Context: an optimization exercise on an open-source flow, tuned for small area. The choices shown serve that exercise and are no tape-out recipe.
The RTL was checked by simulation tests, not by an equivalence proof against the original design.
No activity file was given, so power comes from the tool's default toggle rates.

[flow/design.v]
`timescale 1ns / 1ps
module top_module(
    input wire clk,
    input wire rst,
    input wire I2C_SDA_in,
    output wire I2C_SDA_out,
    output wire I2C_SDA_oe,
    input wire dht_in,
    output wire dht_out,
    output wire dht_oe,
    input wire [4:0] BTN,
    output wire I2C_SCL,
    output wire [17:0] LEDR,
    output wire [8:0] LEDG,
    output wire data_out
);
    localparam G2A = 3'd0, G2B = 3'd1, G1 = 3'd2, G1B = 3'd3,
               G3 = 3'd4, G3B = 3'd5, G4 = 3'd6, G4B = 3'd7;
    localparam S_A = 4'd0, S_B = 4'd1, S_C = 4'd2, S_BL = 4'd3, S_CL = 4'd4, S_D = 4'd5,
               S_E = 4'd6, S_LOAD = 4'd7, S_WAIT = 4'd8, S_NEXT = 4'd9, S_END = 4'd10,
               S_ST1 = 4'd11, S_ST2 = 4'd12, S_ST3 = 4'd13;
    localparam O_IDLE = 4'd0, O_SLOW = 4'd1, O_WHIGH = 4'd2, O_RLOW = 4'd3,
               O_RHIGH = 4'd4, O_READ = 4'd5, O_WCS = 4'd6, O_CS = 4'd7,
               O_DONE = 4'd8;
    reg [2:0]  g,    g_n;
    reg        Bp,   Bp_n;
    reg [3:0]  ost,  ost_n;
    reg [6:0]  cnt,  cnt_n;
    reg        led3, led3_n;
    reg        M,    M_n;
    reg [15:0] sr,   sr_n;
    reg        so,   so_n;
    reg        red,  red_n;
    reg [13:0] W,    W_n;
    reg [17:0] I,    I_n;
    wire [7:0] T = sr[15:8];
    wire [7:0] U = sr[7:0];
    wire first = W[10];           
    wire [3:0] st  = I[3:0];
    wire [2:0] bn  = I[6:4];
    wire       x3  = I[7];
    wire [1:0] c   = I[9:8];
    wire [4:0] idx = I[14:10];
    wire [1:0] blk = I[16:15];
    wire       S   = I[17];
    wire [7:0] acc = I[7:0];
    wire [5:0] bc  = I[13:8];
    wire [1:0] rs  = I[15:14];
    wire [2:0] cy  = I[2:0];
    wire       cf  = I[3];
    wire        wm   = W[13];
    wire [4:0]  wk   = W[4:0];
    wire [4:0]  wbit = W[9:5];
    wire [2:0]  wled = W[12:10];
    wire [4:0] Qd = W[4:0];
    wire [3:0] Rd = W[8:5];
    wire [3:0] sd = {W[13:11], W[9]};
    wire cnt_nz = |cnt;
    wire rd_done = ost[3] | (ost[2:1] == 2'b11);         
    assign dht_oe  = ((ost == O_IDLE) & cnt_nz) | ((ost[2:0] == 3'd1) & cnt[6]);
    assign dht_out = ~dht_oe;
    wire din  = dht_oe ? 1'b0 : dht_in;
    wire vbit = (cnt > 7'd50);
    wire [2:0] apos = ~bc[2:0];
    wire [8:0] acar;
    wire [7:0] asum;
    assign acar[0] = 1'b0;
    genvar ai;
    generate for (ai = 0; ai < 8; ai = ai + 1) begin : g_acc
        wire t = acar[ai] | (vbit & (apos == ai));
        assign asum[ai] = acc[ai] ^ t;
        assign acar[ai+1] = acc[ai] & t;
    end endgenerate
    localparam [127:0] LINE1 = "N: 10 T: 06 N:25";
    localparam [127:0] LINE2 = "Temp: 00.00 oC  ";
    localparam [35:0]  BLK1  = 36'h40228010E;      
    wire addr = (blk == 2'd0) & idx[3];
    wire is_q = (idx[4:1] == 4'd9) | (idx[4:1] == 4'd6);
    wire is_r = (idx[4:1] == 4'd8) | (idx[4:1] == 4'd5);
    wire [3:0] dnib = idx[0] ? (is_q ? (Qd[4] ? 4'h4 : 4'h3) : 4'h3)
                             : (is_q ? Qd[3:0] : Rd);
    wire [3:0] nib2 = (is_q | is_r) ? dnib : LINE2[{idx, 2'b00} +: 4];
    reg [3:0] nib;
    always @(*) begin
        case (blk)
            2'd0: nib = BLK1[{idx[3:0], 2'b00} +: 4];
            2'd1: nib = LINE1[{idx, 2'b00} +: 4];
            2'd2: nib = idx[0] ? 4'hC : 4'h0;
            default: nib = nib2;
        endcase
    end
    wire [7:0] byte_v = {nib, 1'b1, ~S, addr, blk[0]};
    assign I2C_SDA_out = so;
    wire ackw = (st == S_CL) | (st == S_D) | (st == S_E);
    wire in3  = (g == G3);
    wire st_start = (st == S_ST1) | (st == S_ST2) | (st == S_ST3);
    wire scl = !in3 | st_start | (st == S_C) | ((st == S_CL) & !x3) | ((st == S_D) & x3) | ((st == S_E) & !x3);
    wire soe = !in3 | st_start | (st == S_A) | (st == S_B) | (st == S_C) | (st == S_BL) | ((st == S_CL) & !x3);
    assign I2C_SDA_oe  = soe;
    assign I2C_SCL     = scl;
    wire sda = soe ? so : I2C_SDA_in;
    wire fw = first & (blk == 2'd0) & (idx == 5'd7) & !S;    
    wire [3:0] X = {x3, bn};
    wire [7:0] dx  = idx[4] ? T : U;
    wire       dxk = dx[~sd[2:0]] & rd_done;
    wire [4:0] R2  = {(sd[2:0] == 3'd0) ? 4'd0 : Rd, dxk};
    wire       qb  = (R2 >= 5'd10);
    wire [4:0] R2s = qb ? (R2 - 5'd10) : R2;
    wire [3:0]  ci  = wk[3:0];
    wire [15:0] A1  = {6'd0, T, 2'd0};
    wire [15:0] A2  = {3'd0, T, 5'd0};
    wire [15:0] A3  = {2'd0, T, 6'd0};
    wire [15:0] A4  = {8'd0, U};
    wire [15:0] KA  = 16'd80;
    wire [15:0] KC  = 16'd3000;
    wire [2:0]  ccin = (ci == 4'd0) ? 3'd0 : cy;
    wire        cfin = (ci == 4'd0) ? 1'b1 : cf;
    wire [3:0]  csum = A1[ci] + A2[ci] + A3[ci] + A4[ci] + KA[ci] + ccin;
    wire        cv   = csum[0];
    wire        cf_o = (cv & !KC[ci]) | (!(cv ^ KC[ci]) & cfin);
    wire cur = red ? (wbit[4:3] == 2'b01) : wbit[4];
    assign data_out = g[2] & g[1] & wm & (wk >= 5'd3) & (wk <= (cur ? 5'd11 : 5'd7));
    always @(*) begin
        g_n = g; Bp_n = Bp; ost_n = ost; cnt_n = cnt; led3_n = led3; M_n = M; sr_n = sr;
        so_n = so; red_n = red; W_n = W; I_n = I;
        case (g)
            G2A: begin
                g_n = G2B;
                I_n = {1'b0, 2'd0, 5'd8, (first ? 2'd0 : 2'd2), 1'b0, 3'd7, S_ST1};
            end
            G2B: g_n = G3;
            G3: begin
                if ((st == S_WAIT) && (blk == 2'd3) && ((idx == 5'd20) || (idx == 5'd14))) begin
                    if (!sd[3]) begin
                        {W_n[13:11], W_n[9]} = sd + 4'd1;
                        W_n[8:5]   = R2s[3:0];
                        W_n[4:0]   = {Qd[3:0], qb};
                    end
                end else {W_n[13:11], W_n[9]} = 4'd0;
                I_n[9:8] = c + 2'd1;
                if (c == 2'd1) begin
                    case (st)
                        S_ST1: begin so_n = 1'b1; I_n[3:0] = S_ST2; end
                        S_ST2: begin so_n = 1'b0; I_n[3:0] = S_ST3; end
                        S_ST3: I_n[3:0] = S_A;
                        S_A: begin
                            so_n = byte_v[bn];
                            if (bn == 3'd0) I_n[3:0] = S_BL;
                            else begin I_n[3:0] = S_B; I_n[6:4] = bn - 3'd1; end
                        end
                        S_B:  I_n[3:0] = S_C;
                        S_C:  I_n[3:0] = S_A;
                        S_BL: I_n[3:0] = S_CL;
                        S_CL: begin I_n[7] = sda; if (!sda) I_n[3:0] = S_D; end
                        S_D:  begin I_n[7] = sda; if (!sda) I_n[3:0] = S_E; end
                        S_E:  begin
                            I_n[7] = !sda;
                            if (sda) begin
                                if (addr) begin I_n[14:10] = 5'd7; I_n[3:0] = S_LOAD; end
                                else I_n[3:0] = S_WAIT;
                            end
                        end
                        S_LOAD: begin I_n[6:4] = 3'd7; I_n[3:0] = S_A; end
                        S_WAIT: begin
                            if (X == (fw ? 4'd7 : 4'd9)) begin
                                I_n[7:4] = 4'd0;
                                if (!S) begin I_n[17] = 1'b1; I_n[3:0] = S_LOAD; end
                                else if (idx == 5'd0) I_n[3:0] = S_NEXT;
                                else begin I_n[14:10] = idx - 5'd1; I_n[17] = 1'b0; I_n[3:0] = S_LOAD; end
                            end else I_n[7:4] = X + 4'd1;
                        end
                        S_NEXT: begin
                            if (blk == 2'd3) I_n[3:0] = S_END;
                            else begin
                                I_n[16:15] = blk + 2'd1;
                                I_n[14:10] = (blk == 2'd1) ? 5'd1 : 5'd31;
                                I_n[17] = 1'b0;
                                I_n[3:0] = S_LOAD;
                            end
                        end
                        S_END: begin
                            so_n = 1'b1;
                            g_n = G3B;
                        end
                        default: ;
                    endcase
                end
            end
            G3B: begin
                g_n = G4;
                W_n = {1'b0, 2'b00, first, first, 4'b0000, 2'b00, first, 1'b0, 1'b1};
            end
            G4: begin
                if (wk == ((wm & !cur) ? 5'd16 : 5'd19)) begin
                    W_n[4:0] = 5'd0;
                    if (wbit == 5'd23) begin
                        W_n[9:5] = 5'd0;
                        W_n[12:10] = wled + 3'd1;
                        if (wled == 3'd7) W_n[13] = 1'b0;     
                    end else W_n[9:5] = wbit + 5'd1;
                end else W_n[4:0] = wk + 5'd1;
                if (!wm) begin
                    if (W[12:0] == 13'd0) g_n = G4B;
                    if ((wled == 3'd0) && (wbit == 5'd1) && (wk[4:2] != 3'b011) && !wk[4]) begin
                        I_n[2:0] = csum[3:1];
                        I_n[3]   = cf_o;
                    end
                    if ((wled == 3'd1) && (wbit == 5'd16) && (wk == 5'd4)) red_n = cf;
                    if ((wled == 3'd1) && (wbit == 5'd16) && (wk == 5'd5)) begin W_n[13] = 1'b1; W_n[12:0] = 13'd0; end
                end
            end
            G4B: begin g_n = G1; I_n = 18'd0; end    
            G1: begin
                if (BTN == 5'b00001) Bp_n = 1'b1;
                if (Bp) begin
                    case (ost[2:0])
                        3'd0: begin
                            if (ost[3]) begin        
                                Bp_n = 1'b0;
                                g_n = G1B;
                                cnt_n = cnt + 7'd1;
                                if (cnt > 7'd100) begin cnt_n = 7'd0; ost_n = 4'd9; end
                            end else begin           
                                cnt_n = cnt + 7'd1;
                                if (cnt > 7'd100) ost_n = O_SLOW;
                            end
                        end
                        3'd1: begin
                            if (cnt > 7'd40) ost_n[2:0] = 3'd2;
                            else cnt_n = cnt + 7'd1;
                        end
                        3'd2: if (!din) ost_n[2:0] = 3'd3;
                        3'd3: begin
                            if (cnt > 7'd85) begin cnt_n = 7'd0; ost_n[2:0] = 3'd4; end
                            else cnt_n = cnt + 7'd1;
                        end
                        3'd4: begin
                            if (din) begin
                                if (cnt > 7'd85) begin cnt_n = 7'd0; ost_n[2:0] = 3'd5; end
                                else cnt_n = cnt + 7'd1;
                            end else cnt_n = 7'd0;
                        end
                        3'd5: begin
                            case (rs)
                                2'd0: if (!din) begin cnt_n = 7'd0; I_n[15:14] = 2'd1; end
                                2'd1: if (din) begin cnt_n = 7'd0; I_n[15:14] = 2'd2; end
                                2'd2: begin
                                    if (din) begin
                                        if (cnt != 7'd127) cnt_n = cnt + 7'd1;
                                        led3_n = 1'b1;
                                    end else begin
                                        if (!ost[3]) begin
                                            I_n[13:8] = bc + 6'd1;
                                            if (!bc[5]) I_n[7:0] = asum;
                                            else M_n = M | (vbit ^ acc[~bc[2:0]]);
                                            if (bc[5:4] == 2'b01) sr_n = {sr[14:0], vbit};
                                            if (bc == 6'd39) ost_n = O_WCS;
                                        end
                                        cnt_n = 7'd0;
                                        I_n[15:14] = 2'd0;
                                    end
                                end
                                default: ;
                            endcase
                        end
                        3'd6: if (!ost[3]) ost_n = O_CS;
                        default: if (!ost[3]) ost_n = O_DONE;
                    endcase
                end
            end
            default: g_n = G2A;    
        endcase
    end
    always @(posedge clk or negedge rst) begin
        if (!rst) begin
            g <= G2A; Bp <= 1'b0; ost <= O_IDLE; cnt <= 7'd0; led3 <= 1'b0; M <= 1'b0;
            so <= 1'b1; red <= 1'b0;
            W[10] <= 1'b1;
        end else begin
            g <= g_n; Bp <= Bp_n; ost <= ost_n; cnt <= cnt_n; led3 <= led3_n; M <= M_n;
            so <= so_n; red <= red_n;
            W[10] <= W_n[10];
        end
    end
    always @(posedge clk) begin
        sr <= sr_n;
        W[13:11] <= W_n[13:11]; W[9:0] <= W_n[9:0];
        I <= I_n;
    end
    wire in_read = (ost == O_READ);
    wire ledg_v  = ost[3] & ((ost[2:0] != 3'd0) | cnt_nz);
    assign LEDG[8]   = 1'b0;
    assign LEDG[7]   = ledg_v & (M | T[7]);
    assign LEDG[6:0] = (ledg_v & !M) ? T[6:0] : 7'd0;
    assign LEDR[2:0]   = 3'b000;
    assign LEDR[6:3]   = {4{red}};
    assign LEDR[7]     = 1'b0;
    assign LEDR[8]     = (ost != O_IDLE) | cnt_nz;
    assign LEDR[9]     = rd_done | (in_read & ((rs != 2'd0) | (bc != 6'd0)));
    assign LEDR[10]    = rd_done | (in_read & (rs[1] | (bc != 6'd0)));
    assign LEDR[11]    = led3;
    assign LEDR[12]    = rd_done;
    assign LEDR[13]    = ost[3];
    assign LEDR[14]    = 1'b0;
    assign LEDR[15]    = g[2];
    assign LEDR[16]    = !g[2] & !first;
    assign LEDR[17]    = 1'b0;
endmodule
[flow/flow/run.sh]
#!/bin/bash
# Standard ORFS layout (ports buffered with buf_1), with the combinational part of the standard synthesis
# re-mapped for area (registers untouched). Each tool logs to its own file here.
set -uo pipefail
W=$PWD
R=$W/orfs/results/$FLOW_PLATFORM/top_module/base
LIB=$FLOW_HOME/platforms/$FLOW_PLATFORM/lib/sky130_fd_sc_hd__tt_025C_1v80.lib

bash standard.sh synth > $W/standard_synth.log 2>&1 || exit 1

cp $R/1_2_yosys.v $W/netlist_standard.v
sed -e "s|@LIB@|$LIB|g" -e "s|@IN@|$W/netlist_standard.v|" -e "s|@TOP@|$FLOW_TOP|" \
    -e "s|@ABC@|$W/flow/abc.script|" -e "s|@OUT@|$W/netlist_remapped.v|g" flow/remap.ys > $W/remap_run.ys
if yosys -s $W/remap_run.ys > $W/yosys_remap.log 2>&1; then
  ffl() { grep -oE "sky130_fd_sc_hd__(df|edf|sdf|sedf|dl)[a-z]*_[0-9]+ +[^ ]+" "$1" | sort; }
  if [[ "$(ffl $W/netlist_standard.v)" == "$(ffl $W/netlist_remapped.v)" ]]; then
    cp $W/netlist_remapped.v $R/1_2_yosys.v
    touch $R/1_2_yosys.v
    echo "remapped netlist in use" > $W/remap_status.log
  else
    echo "register mismatch: standard netlist kept" > $W/remap_status.log
  fi
else
  echo "remap failed: standard netlist kept" > $W/remap_status.log
fi

bash standard.sh finish "BUFFER_PORTS_ARGS=-buffer_cell sky130_fd_sc_hd__buf_1" > $W/standard_finish.log 2>&1
[flow/flow/abc.script]
strash
&get -n
&deepsyn -T 180
&put
dch
amap
strash
dch
amap
topo
[flow/flow/remap.ys]
# Re-map the combinational logic of the standard synthesis netlist for area.
# Every flip-flop instance (name, cell type, connections) is kept as it is:
# sequential cells are read as black boxes, only combinational cells are
# flattened into gates and re-mapped by ABC.
read_liberty -ignore_miss_func @LIB@
blackbox sky130_fd_sc_hd__df* sky130_fd_sc_hd__edf* sky130_fd_sc_hd__sdf* sky130_fd_sc_hd__sedf* sky130_fd_sc_hd__dlr* sky130_fd_sc_hd__dlx* sky130_fd_sc_hd__lpflow_inputisolatch* sky130_fd_sc_hd__conb*
read_verilog @IN@
hierarchy -top @TOP@
flatten
techmap
opt -full
abc -liberty @LIB@ -dont_use *lpflow* -dont_use *probe* -script @ABC@
opt_clean -purge
hilomap -singleton -hicell sky130_fd_sc_hd__conb_1 HI -locell sky130_fd_sc_hd__conb_1 LO
insbuf -buf sky130_fd_sc_hd__buf_1 A X
splitnets
opt_clean -purge
tee -o @OUT@.stat stat -liberty @LIB@
write_verilog -noattr -nohex -nodec @OUT@
[flow/standard.sh]
#!/bin/bash
# synth_recipe.tcl (not shown) runs the flow's synth.tcl, then flattens the netlist and writes it again
# the make line also repeats each setting of config.mk as NAME=value (left out here)
make -C /OpenROAD-flow-scripts/flow DESIGN_CONFIG=/design/flow/config.mk WORK_HOME=/design/flow/orfs CLKGATE_MAP_FILE= SYNTH_SCRIPT=/design/flow/synth_recipe.tcl "${@:-finish}"
[flow/config.mk]
export PLATFORM = sky130hd
export DESIGN_NAME = top_module
export DESIGN_NICKNAME = top_module
export VERILOG_FILES = /design/flow/design.v
export SDC_FILE = /design/flow/constraint.sdc
export NUM_CORES = 4
export LEC_CHECK = 0
export CAP_MARGIN = 20
export CORE_MARGIN = 2
export CORE_UTILIZATION = 40
export CTS_BUF_LIST = sky130_fd_sc_hd__clkbuf_8
export CTS_CLUSTER_DIAMETER = 200
export CTS_CLUSTER_SIZE = 30
export SLEW_MARGIN = 20
[flow/constraint.sdc]
create_clock -name core_clock -period 10.0 [get_ports {clk}]
set_input_delay 2.0000 -clock core_clock [delete_from_list [all_inputs] [get_ports {clk}]]
set_output_delay 2.0000 -clock core_clock [all_outputs]
set_load 0.01 [all_outputs]
==> key figures, run 1 <==
Worst setup path
  – Crit path arrival time: 3.27 ns
  – Crit-path max FO: 8
  – Crit-path slowest cell: nor2_1
  – Most numerous cell on the critical path: clkinv_1
  – Crit-path cells: clkinv_1 -> nor2_1 -> clkinv_1 -> nor2_1 -> clkinv_1 -> a21oi_1 -> o221ai_1 -> a31o_1 -> buf_1
  – Worst path required time: roughly 8 ns
  – Crit start category: register
  – CP Capture Type: primary output
  – Setup Crit Path Kind: reg -> out
  – Slowest stage delay, CP: 0.53 ns

Global routing
  – GRT Util Overall: 0.2663
  – GRT Residual Overflow: 0
  – Vias in the first global route: 5135
  – Pin count of the biggest net entering global routing: 21
  – Initial antenna violation count: 0
  – Global-route wire length before repair: between 20000 and 30000 um

Place
  – Placed insts: 910
  – Cell Area, Placed: 0.005414 mm2
  – IO Port Bufs: 34
  – Dpl hpwl: 13530 um
  – GPL Wtd Cong: 0.9713

Timing
  – Slew headroom: 0.4036
  – Fmax: approximately 0.19 GHz
  – Final period util: 0.5266
  – Final Max Tran Viols: 0
  – Clk_skew: 0.01619 ns
  – Setup TNS after final layout: 0 ns
  – Final-report setup violation count: 0
  – Final hold vios: 0
  – RSZ-0062 raised after global routing: no
  – Tightest Pin Transition: 0.8864 ns
  – Period minus WS final: approximately 5.3 ns

CTS
  – Post-CTS Setup Bufs: 0
  – CTS Buf Count: 9
  – Clk buf depth: 2
  – Hold-fix buffers at CTS: 0
  – Worst skew pair latency: 0.38 ns
  – CTS root buf: clkbuf_8
  – Worst-path clk slew: 0.08 ns
  – CTS sink cnt: 67
  – Htree depth: 3
  – Post-CTS resize count: 0
  – CTS tree: built

Yosys
  – Syn avg cell area: 7.160 um2
  – Cell area after synthesis: 0.005076 mm2
  – Synth warn: 1
  – Cell count after synthesis: 709

Status
  – Status: complete, no violations

Die
  – Initial core utilization: 0.4055
  – Die W: 116.7 um
  – Num rows: between 40 and 50
  – Ports: between 40 and 50
  – Die height: 116.7 um
  – Die area: 0.01361 mm2
  – Core box area: 0.01252 mm2

Layout
  – N_diodes: 0
  – Layout cells sized above 1: 0.02785
  – Nets@finish: 758
  – Register area: 0.001914 mm2
  – Post-Layout Cell Count: 926
  – Synthesis-to-layout area growth: 10.60%
  – Layout fillers: around 1300
  – Fin area: between 0.005 and 0.006 mm2
  – Multi-input gate area: 0.002770 mm2

Pwr
  – PwrDens: between 90 and 100 mW/mm2
  – P_leak: 1.824 nW
  – Worst ir drop on vdd: 58.09 uV

Detailed routing
  – Final ANT Viol Nets: 0
  – DRC errors left: 0
  – TritonRoute pass-1 iters: 5
  – Vias per std cell: 6.080
  – Iteration-0 DRC Markers: 722
  – Via count: 5630
  – WL final: 17310 um
  – Wire per inst: 18.69 um

Hold path
  – Hold Crit Class: reg -> reg

Run
  – Max-cap violations: 0
==> per-layer routing <==
layer	wire length (um)	vias to the layer above	global-route usage
li1	-	2640	-
met3	1423	48	0.05034
met5	0	-	0
met4	723	0	0.1498
met1	7663	2620	0.3649
met2	7501	322	0.3950
==> worst max-delay path, delay by kind of cell, from the launching register on <==
kind                   cells  cell delay (ns)
AO/OA/AOI/OAI              3             0.58
AND/OR/NAND/NOR            2             0.86
flip-flops                 1             0.46
buffers and inverters      4             0.99
==> power breakdown <==
part / switching, mW / total (mW) / internal, mW
Sequential: 0.00158 / 0.297 / 0.295
Combinational: 0.0103 / 0.0150 / 0.00471
Clock: 0.127 / 0.244 / 0.117
Total: 0.139 / 0.555 / 0.417
==> path summary, 6_finish.rpt <==
check                          from       to  slack [ns]  depth (start not counted)
setup / recovery           register  I2C_SCL        4.73                          9
hold / removal                sr[0]    sr[1]        0.47                          0
setup reg to reg           register     I[1]        5.84                         10
hold reg to reg               sr[0]    sr[1]        0.47                          0
max in group asynchronous       rst       so        8.13                          2
min in group asynchronous       rst   cnt[2]        1.58                          2
==> area by class of cell <==
cell class / count / area share
multi-input combinational: 537 / 0.4934
tap: 172 / 0.03833
inverter: 97 / 0.06485
clock inverter: 7 / 0.01359
clock buffer: 9 / 0.02206
sequential: 67 / 0.3410
timing repair buffer: 37 / 0.02674
==> sequential cells by signal, indices dropped and copies added, names as in the netlist, named ones only <==
name / flops
so: 1
cnt: 7
sr: 16
Bp: 1
g: 2
I: 18
led3: 1
M: 1
red: 1
W: 14
ost: 4
==> through the flow <==
stage | hold WS (ns) | setup WS, ns | total power, mW | utilization
floorplan | 0.4268 | 6.010 | 0.3116 | -
global placement | 0.4560 | 5.406 | 0.3172 | 0.4323
detailed placement | 0.4514 | 5.203 | 0.3176 | 0.4325
CTS | 0.4758 | 4.825 | 0.5582 | 0.4485
global route | 0.4915 | 4.452 | 0.5733 | 0.4485
finish | 0.4678 | 4.734 | 0.5553 | 0.4485
==> layout by cell type, fill, tap and decap left out, types with 9 or more instances in the layout <==
cell type and n:
nor2_1 188, clkinv_1 98, nand2_1 52, edfxtp_1 47
o21ai_0 45, nor3_1 40, a21oi_1 36, buf_1 34
dfrtp_1 18, a31oi_1 15, nor4_1 14, nand3_1 12
a211oi_1 11, o21a_1 10, o22ai_1 10, nor2b_1 9
clkbuf_8 9
==> run 2, diff against run 1 <==
--- a/flow/design.v
+++ b/flow/design.v
@@ -31,7 +31,7 @@
     reg [15:0] sr,   sr_n;
     reg        so,   so_n;
     reg        red,  red_n;
-    reg [13:0] W,    W_n;
+    reg [12:0] W,    W_n;
     reg [17:0] I,    I_n;
     wire [7:0] T = sr[15:8];
     wire [7:0] U = sr[7:0];
@@ -48,13 +48,13 @@
     wire [1:0] rs  = I[15:14];
     wire [2:0] cy  = I[2:0];
     wire       cf  = I[3];
-    wire        wm   = W[13];
+    wire        wm   = !(W[9] & W[8]);    
     wire [4:0]  wk   = W[4:0];
     wire [4:0]  wbit = W[9:5];
     wire [2:0]  wled = W[12:10];
     wire [4:0] Qd = W[4:0];
     wire [3:0] Rd = W[8:5];
-    wire [3:0] sd = {W[13:11], W[9]};
+    wire [2:0] sd = {W[12:11], W[9]};
     wire cnt_nz = |cnt;
     wire rd_done = ost[3] | (ost[2:1] == 2'b11);         
     assign dht_oe  = ((ost == O_IDLE) & cnt_nz) | ((ost[2:0] == 3'd1) & cnt[6]);
@@ -102,8 +102,9 @@
     wire fw = first & (blk == 2'd0) & (idx == 5'd7) & !S;    
     wire [3:0] X = {x3, bn};
     wire [7:0] dx  = idx[4] ? T : U;
-    wire       dxk = dx[~sd[2:0]] & rd_done;
-    wire [4:0] R2  = {(sd[2:0] == 3'd0) ? 4'd0 : Rd, dxk};
+    wire [2:0] dk  = 3'd4 - sd;
+    wire       dxk = dx[dk] & rd_done;
+    wire [4:0] R2  = {(sd == 3'd0) ? {1'b0, dx[7:5] & {3{rd_done}}} : Rd, dxk};
     wire       qb  = (R2 >= 5'd10);
     wire [4:0] R2s = qb ? (R2 - 5'd10) : R2;
     wire [3:0]  ci  = wk[3:0];
@@ -131,12 +132,12 @@
             G2B: g_n = G3;
             G3: begin
                 if ((st == S_WAIT) && (blk == 2'd3) && ((idx == 5'd20) || (idx == 5'd14))) begin
-                    if (!sd[3]) begin
-                        {W_n[13:11], W_n[9]} = sd + 4'd1;
+                    if (sd != 3'd5) begin
+                        {W_n[12:11], W_n[9]} = sd + 3'd1;
                         W_n[8:5]   = R2s[3:0];
                         W_n[4:0]   = {Qd[3:0], qb};
                     end
-                end else {W_n[13:11], W_n[9]} = 4'd0;
+                end else {W_n[12:11], W_n[9]} = 3'd0;
                 I_n[9:8] = c + 2'd1;
                 if (c == 2'd1) begin
                     case (st)
@@ -188,25 +189,27 @@
             end
             G3B: begin
                 g_n = G4;
-                W_n = {1'b0, 2'b00, first, first, 4'b0000, 2'b00, first, 1'b0, 1'b1};
+                W_n = {first, 1'b0, first, 5'b11000, 2'b00, first, 1'b0, 1'b1};
             end
             G4: begin
                 if (wk == ((wm & !cur) ? 5'd16 : 5'd19)) begin
                     W_n[4:0] = 5'd0;
                     if (wbit == 5'd23) begin
-                        W_n[9:5] = 5'd0;
+                        W_n[9:5] = (wled == 3'd7) ? 5'd24 : 5'd0;    
+                        W_n[12:10] = wled + 3'd1;
+                    end else if (wbit == 5'd31) begin
+                        W_n[9:5] = 5'd24;
                         W_n[12:10] = wled + 3'd1;
-                        if (wled == 3'd7) W_n[13] = 1'b0;     
                     end else W_n[9:5] = wbit + 5'd1;
                 end else W_n[4:0] = wk + 5'd1;
                 if (!wm) begin
-                    if (W[12:0] == 13'd0) g_n = G4B;
-                    if ((wled == 3'd0) && (wbit == 5'd1) && (wk[4:2] != 3'b011) && !wk[4]) begin
+                    if ((wled == 3'd0) && (wbit == 5'd24) && (wk == 5'd0)) g_n = G4B;
+                    if ((wled == 3'd0) && (wbit == 5'd25) && (wk[4:2] != 3'b011) && !wk[4]) begin
                         I_n[2:0] = csum[3:1];
                         I_n[3]   = cf_o;
                     end
-                    if ((wled == 3'd1) && (wbit == 5'd16) && (wk == 5'd4)) red_n = cf;
-                    if ((wled == 3'd1) && (wbit == 5'd16) && (wk == 5'd5)) begin W_n[13] = 1'b1; W_n[12:0] = 13'd0; end
+                    if ((wled == 3'd5) && (wbit == 5'd24) && (wk == 5'd4)) red_n = cf;
+                    if ((wled == 3'd5) && (wbit == 5'd24) && (wk == 5'd5)) W_n = 13'd0;
                 end
             end
             G4B: begin g_n = G1; I_n = 18'd0; end    
@@ -284,7 +287,7 @@
     end
     always @(posedge clk) begin
         sr <= sr_n;
-        W[13:11] <= W_n[13:11]; W[9:0] <= W_n[9:0];
+        W[12:11] <= W_n[12:11]; W[9:0] <= W_n[9:0];
         I <= I_n;
     end
     wire in_read = (ost == O_READ);
--- a/flow/flow/remap.ys
+++ b/flow/flow/remap.ys
@@ -12,7 +12,7 @@
 abc -liberty @LIB@ -dont_use *lpflow* -dont_use *probe* -script @ABC@
 opt_clean -purge
 hilomap -singleton -hicell sky130_fd_sc_hd__conb_1 HI -locell sky130_fd_sc_hd__conb_1 LO
-insbuf -buf sky130_fd_sc_hd__buf_1 A X
+insbuf -buf sky130_fd_sc_hd__buf_4 A X
 splitnets
 opt_clean -purge
 tee -o @OUT@.stat stat -liberty @LIB@
--- a/flow/config.mk
+++ b/flow/config.mk
@@ -9,6 +9,4 @@
 export CORE_MARGIN = 2
 export CORE_UTILIZATION = 40
 export CTS_BUF_LIST = sky130_fd_sc_hd__clkbuf_8
-export CTS_CLUSTER_DIAMETER = 200
-export CTS_CLUSTER_SIZE = 30
 export SLEW_MARGIN = 20
==> run 2 against run 1 <==
Flip-flop and latch count down 1. Register-to-register slack worse by 0.07 ns. Die area is 0.21% higher. Worst hold slack better by 0.013 ns. First-iteration DRC count grew 1.1%. Synthesized cell count increased by 0.28%. Cell count rose by 0.43%. Setup slack improved by 0.025 ns. Combinational power down 58%. Core utilization shrank 0.35 points.
==> key figures, run 2 <==
Status
  – Status: complete, no violations

Worst setup path
  – Setup Crit Path Kind: reg -> out
  – CP Capture Type: primary output
  – Crit-path max FO: 10 (+2)
  – Worst r2r dst: W[6]
  – Worst Setup SP: I[3]
  – Reg2reg path depth: 10 (unchanged)
  – Reg2Reg Setup Slack: 5.77 ns (-0.07 ns)
  – Crit start category: register
  – R2r startpoint: I[14]
  – Worst path required time: 8.00 ns (about the same)
  – Crit path arrival time: 3.24 ns (-0.03 ns)

Hold path
  – Hold Crit Class: reg -> reg
  – Hold Path Stages: 2 (+2)
  – Hold Path Sink: so
  – Hold Crit Start: so

Layout
  – Commonest non-fill, non-tap cell in the layout: nor2_1
  – N_diodes: 0 (unchanged)
  – Register area: 0.001884 mm2 (-1.6%)
  – Utilization after layout: 0.4450 (-0.003499)
  – Most frequent cells in the layout: nor2_1 (174), clkinv_1 (96), nand2_1 (73)
  – Multi-input gate area: 0.002768 mm2 (about the same)
  – Number of flip-flops in the largest register: 18 (unchanged)
  – Nets@finish: 762 (+0.53%)
  – Biggest register: I
  – Fin area: 0.005570 mm2 (-0.78%)
  – Regs by FF count: I x18, sr x16, W x13
  – Synthesis-to-layout area growth: 9.493%
  – Layout fillers: 1304 (+1.7%)
  – Layout cells sized above 1: 0.02507 (-0.002785)

CTS
  – Post-CTS Setup Bufs: 0 (unchanged)
  – Htree depth: 3 (unchanged)
  – CTS Buf Count: 9 (unchanged)
  – Post-CTS resize count: 0 (unchanged)
  – CTS root buf: clkbuf_8
  – Hold-fix buffers at CTS: 0 (unchanged)
  – Worst skew pair latency: 0.36 ns (-0.02 ns)
  – CTS sink cnt: 66 (-1.5%)
  – CTS tree: built
  – Worst-path clk slew: 0.08 ns (about the same)
  – Clk buf depth: 2 (unchanged)

Yosys
  – Cell area after synthesis: 0.005087 mm2 (+0.22%)
  – Cell count after synthesis: 711 (+0.28%)
  – Syn avg cell area: 7.155 um2 (about the same)
  – Synth warn: 1 (unchanged)

Timing
  – Final-report setup violation count: 0 (unchanged)
  – Fmax: 0.1908 GHz (+0.48%)
  – Final Max Tran Viols: 0 (unchanged)
  – Slew headroom: 0.2551 (-0.1485)
  – RSZ-0062 raised after global routing: no
  – Final period util: 0.5241 (-0.002521)
  – Tightest Pin Transition: 1.107 ns (+0.2207 ns)
  – Clk_skew: 0.009339 ns (-0.006849 ns)
  – Final hold vios: 0 (unchanged)
  – Setup TNS after final layout: 0 ns (unchanged)
  – Period minus WS final: 5.241 ns (-0.02521 ns)

Detailed routing
  – Met2 WL: 7666 um (+2.2%)
  – TritonRoute pass-1 iters: 6 (+1)
  – WL met1: 7281 um (-5.0%)
  – Final ANT Viol Nets: 0 (unchanged)
  – Highest Signal Layer: met4
  – WL final: 17190 um (-0.70%)
  – WL met3: 1768 um (+24%)
  – Wire per inst: 18.48 um (-1.1%)
  – Via count: 5664 (+0.60%)
  – Vias per std cell: 6.090 (+0.17%)
  – DRC errors left: 0 (unchanged)
  – Iteration-0 DRC Markers: 730 (+1.1%)

Die
  – Die W: 116.8 um (+0.11%)
  – Initial core utilization: 0.4064 (+0.0008997)
  – Num rows: 41 (unchanged)
  – Core box area: 0.01252 mm2 (unchanged)
  – Die height: 116.8 um (+0.11%)
  – Ports: 42 (unchanged)
  – Die area: 0.01364 mm2 (+0.21%)

Global routing
  – Pin count of the biggest net entering global routing: 21 (unchanged)
  – Initial antenna violation count: 0 (unchanged)
  – Vias in the first global route: 5026 (-2.1%)
  – GRT Residual Overflow: 0 (unchanged)
  – Global-route wire length before repair: 26920 um (-2.6%)
  – GRT Util Overall: 0.2590 (-0.007275)

Pwr
  – P_leak: 1.828 nW (+0.25%)
  – Worst ir drop on vdd: 58.27 uV (+0.30%)
  – Pwr Total: 0.5209 mW (-6.2%)
  – PwrDens: 93.52 mW/mm2 (-5.5%)

Place
  – IO Port Bufs: 34 (unchanged)
  – GPL Wtd Cong: 1.067 (+9.9%)
  – Cell Area, Placed: 0.005385 mm2 (-0.53%)
  – Dpl hpwl: 13300 um (-1.7%)

Run
  – Max-cap violations: 0 (unchanged)
## run 2: worst max-delay path, stage by stage, from the launching register on
cell	delay [ns]
edfxtp_1	0.49
clkinv_1	0.34
nor2_1	0.33
clkinv_1	0.13
nor2_1	0.19
clkinv_1	0.11
nor2_1	0.31
clkinv_1	0.31
nand2_1	0.19
nor2_1	0.08
nand2_1	0.07
a21oi_1	0.09
nand2_1	0.09
buf_1	0.15
## run 2: worst max-delay path by stage
stage	endpoint	depth (start not counted)
after detailed placement	I2C_SCL	13
after global placement	I2C_SCL	13
after CTS	I2C_SCL	13
final	I2C_SCL	13
after floorplan	I2C_SCL	12
after global routing	I2C_SCL	13
## run 2: cell type report
type                    instances  area share
repair buffers                 39     0.02965
clock buffers                   9     0.02224
clock inverters                 7     0.01101
well taps                     172     0.03863
inverters                      94     0.06334
flip-flops and latches         66      0.3383
multi-input cells             543      0.4969
## run 2: per-stage QoR
stage	setup slack, ns	std cells	hold WS [ns]
after global placement	5.356	914	0.4706
after CTS	4.831	930	0.4823
after floorplan	5.970	717	0.4272
after global routing	4.397	930	0.4984
final	4.759	930	0.4813
after detailed placement	5.229	914	0.4702
## run 2: per-layer routing
layer  up-vias  global-route usage
met3        51             0.06231
met5         -                   0
met2       379              0.3973
li1       2632                   -
met1      2602              0.3617
met4         0             0.08549
## run 2: where the power goes
| group | switching [mW] | leakage [nW] | internal, mW |
|---|---|---|---|
| combinational | 0.00456 | 1.12 | 0.00180 |
| sequential | 0.000231 | 0.616 | 0.290 |
| clock | 0.112 | 0.0973 | 0.113 |

[port drivers added, routing unchanged]
The results above use ideal ports. As a check the final layouts listed here were re-extracted and re-timed, cells and wires unchanged. Step 1, drivers: a clkbuf_16 drives clk and a buf_2 each remaining input, both assumed. Step 2 times the ports against the registers' clock, not the clock port: input delays grow and output delays shrink by t, the midpoint of the rising clock arrivals with the driver on. a / b / c = ideal ports / drivers / drivers and shift; a / b = the first two.
| run | shift t [ns] | setup slack, ns | hold WS [ns] | latest minus earliest clock arrival (ns) | worst slew at a driven data input, ns |
|---|---|---|---|---|---|
| run 1 | 0.405 | 4.734 / 4.700 / 5.105 | 0.468 / 0.468 / 0.468 | 0.016 / 0.016 | 0.03 |
| run 2 | 0.392 | 4.759 / 4.725 / 5.117 | 0.481 / 0.481 / 0.481 | 0.010 / 0.010 | 0.04 |
After both steps every run listed still meets setup and hold.
